Context: an optimization exercise on an open-source flow, tuned for small area. The choices shown serve that exercise and are no tape-out recipe. Only simulation tests tie the RTL to the original design; equivalence was not proved. Power figures rest on the tool's default switching activity, not on a simulated workload.

Design bfsk_mod, start of the top module:
module bfsk_mod ( clk, rst, msg, dout, delay_cnt, ph1, ph2);
Size: ~1100 cells after synthesis, ~190 flip-flops, about 190 I/O pins, about 9000 sq um of cells after synthesis.
clock: 8.0 ns
lec_check: 0
cap_margin: 20
core_margin: 2
core_utilization: 40
slew_margin: 20
synth_memory_max_bits: 131072
standard.sh (not shown) runs the stock make flow with config.mk's settings and CLKGATE_MAP_FILE= SYNTH_SCRIPT=/design/flow/synth_recipe.tcl, a recipe that flattens the netlist after the stock synthesis.
==> flow/flow/run.sh <==
#!/bin/bash
# Own flow: the standard layout, with synthesis mapping the logic through
# an area-oriented ABC script (flow/abc_area.script) in place of ORFS's.
set -euo pipefail
W=$PWD
export OWN_FLOW_DIR=$W/flow
sed "s|SYNTH_SCRIPT=[^ ]*|SYNTH_SCRIPT=$W/flow/synth.tcl|" standard.sh > $W/standard_own.sh
bash $W/standard_own.sh > $W/flow_make.log 2>&1
==> flow/flow/abc_area.script <==
strash
dc2
dch
amap
topo
==> flow/flow/synth.tcl <==
# Same synthesis as synth_recipe.tcl, but every abc call uses flow/abc_area.script.
proc abc {args} {
  set i [lsearch -exact $args -script]
  if { $i >= 0 } {
    lset args [expr { $i + 1 }] $::env(OWN_FLOW_DIR)/abc_area.script
  }
  puts "own abc: $args"
  yosys abc {*}$args
}
source $::env(OWN_FLOW_DIR)/../synth_recipe.tcl
Rerun with:
==> flow/flow/run.sh (replaced) <==
#!/bin/bash
# Own flow: the standard layout (standard.sh) with three changes:
#  - synthesis maps the logic with an area-oriented ABC script
#    (flow/synth.tcl, flow/abc_area.script); the registers are the same;
#  - port buffers are buf_1 cells instead of the delay cell buffer_ports picks;
#  - CTS does not add dummy loads.
set -euo pipefail
W=$PWD
export OWN_FLOW_DIR=$W/flow
export BUFFER_PORTS_ARGS="-buffer_cell sky130_fd_sc_hd__buf_1"
export CTS_ARGS="-sink_clustering_enable -repair_clock_nets -dont_use_dummy_load"
sed "s|SYNTH_SCRIPT=[^ ]*|SYNTH_SCRIPT=$W/flow/synth.tcl|" standard.sh > $W/standard_own.sh
bash $W/standard_own.sh > $W/flow_make.log 2>&1
--- a/flow/config.mk
+++ b/flow/config.mk
@@ -10 +10 @@
-export CORE_UTILIZATION = 40
+export CORE_UTILIZATION = 60
The changed run completed without violations.
Clock skew went up by 6.0 ps.
Utilization came out higher by 18 points.
Non-clock buffer count does not change.
Power falls by 7.9%.
Cell count came out lower by 6.9%.
Worst setup slack degrades by 99 ps.

========
bfsk_mod, a different RTL version from the one above (not shown whole).
Size in the first run: about 190 I/O pins.
==> flow/config.mk <==
export PLATFORM = sky130hd
export DESIGN_NAME = bfsk_mod
export DESIGN_NICKNAME = bfsk_mod
export VERILOG_FILES = /design/flow/design.v
export SDC_FILE = /design/flow/constraint.sdc
export NUM_CORES = 4
export LEC_CHECK = 0
export CAP_MARGIN = 20
export CORE_MARGIN = 2
export CORE_UTILIZATION = 55
export SLEW_MARGIN = 20
export SYNTH_MEMORY_MAX_BITS = 131072
==> flow/constraint.sdc <==
create_clock -name core_clock -period 8.0 [get_ports {clk}]
set_input_delay 1.6000 -clock core_clock [delete_from_list [all_inputs] [get_ports {clk}]]
set_output_delay 1.6000 -clock core_clock [all_outputs]
set_load 0.01 [all_outputs]
==> flow/flow/run.sh <==
#!/bin/bash
# Own flow: the standard layout (standard.sh) with three changes:
#  - synthesis maps the logic with an area-oriented ABC script
#    (flow/synth.tcl, flow/abc_area.script); the registers are the same;
#  - port buffers are buf_1 cells instead of the delay cell buffer_ports picks;
#  - CTS builds the tree from clkbuf_8 cells and adds no dummy loads.
set -euo pipefail
W=$PWD
export OWN_FLOW_DIR=$W/flow
export BUFFER_PORTS_ARGS="-buffer_cell sky130_fd_sc_hd__buf_1"
export CTS_ARGS="-sink_clustering_enable -repair_clock_nets -dont_use_dummy_load -buf_list sky130_fd_sc_hd__clkbuf_8"
sed "s|SYNTH_SCRIPT=[^ ]*|SYNTH_SCRIPT=$W/flow/synth.tcl|" standard.sh > $W/standard_own.sh
bash $W/standard_own.sh > $W/flow_make.log 2>&1
==> flow/flow/abc_area.script <==
strash
dc2
&get -n
&deepsyn -T 300
&put
dch
amap
topo
Scripts as last shown in full above: flow/flow/synth.tcl
The baseline completed with no timing, DRC or antenna violations.
Change:
Settings changed: CAP_MARGIN 20 to 10, CORE_UTILIZATION 55 to 60, SLEW_MARGIN 20 to 10.
What happened: Wire length goes up slightly; combinational power is about the same; maximum frequency goes down by a few percent.

========
before:
bfsk_mod, a different RTL version from the one above (not shown whole).
Size: about 1,000 cells after synthesis, about 190 flip-flops, about 190 I/O pins, roughly 8600 sq um of cells after synthesis.
clock: 8.0 ns
lec_check: 0
cap_margin: 20
core_margin: 2
core_utilization: 55
slew_margin: 20
synth_memory_max_bits: 131072
Scripts as last shown in full above: flow/flow/run.sh, flow/flow/abc_area.script, flow/flow/synth.tcl
Here is what was changed in the inputs of after compared with before.
-- flow/flow/run.sh --
<<< before, line 6
#  - CTS builds the tree from clkbuf_8 cells and adds no dummy loads.
>>> after, line 6
#  - CTS adds no dummy loads.
<<< before, line 11
export CTS_ARGS="-sink_clustering_enable -repair_clock_nets -dont_use_dummy_load -buf_list sky130_fd_sc_hd__clkbuf_8"
>>> after, line 11
export CTS_ARGS="-sink_clustering_enable -repair_clock_nets -dont_use_dummy_load"
==> comparison <==
Compared with before, after shows a higher actual transition at the worst max-transition pin. after vs before: proportion of power drawn by the clock network up in after. Compared with before, after shows share of the clock period used by the worst path higher by 0.23 points. Compared before against after; area of the core within noise.

what the ideal ports hide:
In the flow no input, the clock included, has a driving cell. The finished layouts below were timed again as built, in two steps. Step 1 assumes that a clkbuf_16 drives the clock port and a buf_2 every other input. Step 2, shift: input delay + t, output delay - t, t = (earliest + latest rising clock arrival at the registers) / 2. This alone moves slack from input paths to output paths. Slacks: no drivers / after step 1 / after step 2; pairs: no drivers / after step 1.
run | t (ns) | setup WS [ns] | worst register clock-pin slew, ns | worst slew at a driven data input, ns | pins driven straight from the clock port
the first run of note 1 | 0.469 | 1.059 / 1.059 / 1.059 | 0.08 / 0.08 | 0.07 | 1
the second run of note 1 | 0.459 | 0.959 / 0.959 / 0.959 | 0.07 / 0.07 | 0.07 | 1
the first run of note 2 | 0.466 | 1.284 / 1.284 / 1.284 | 0.10 / 0.10 | 0.07 | 1
the second run of note 2 | 0.487 | 1.107 / 1.107 / 1.107 | 0.10 / 0.10 | 0.07 | 1
before | 0.490 | 1.624 / 1.624 / 1.624 | 0.10 / 0.10 | 0.06 | 1
after | 0.462 | 1.606 / 1.606 / 1.606 | 0.07 / 0.07 | 0.06 | 1
After both steps setup and hold are still met in every run listed.
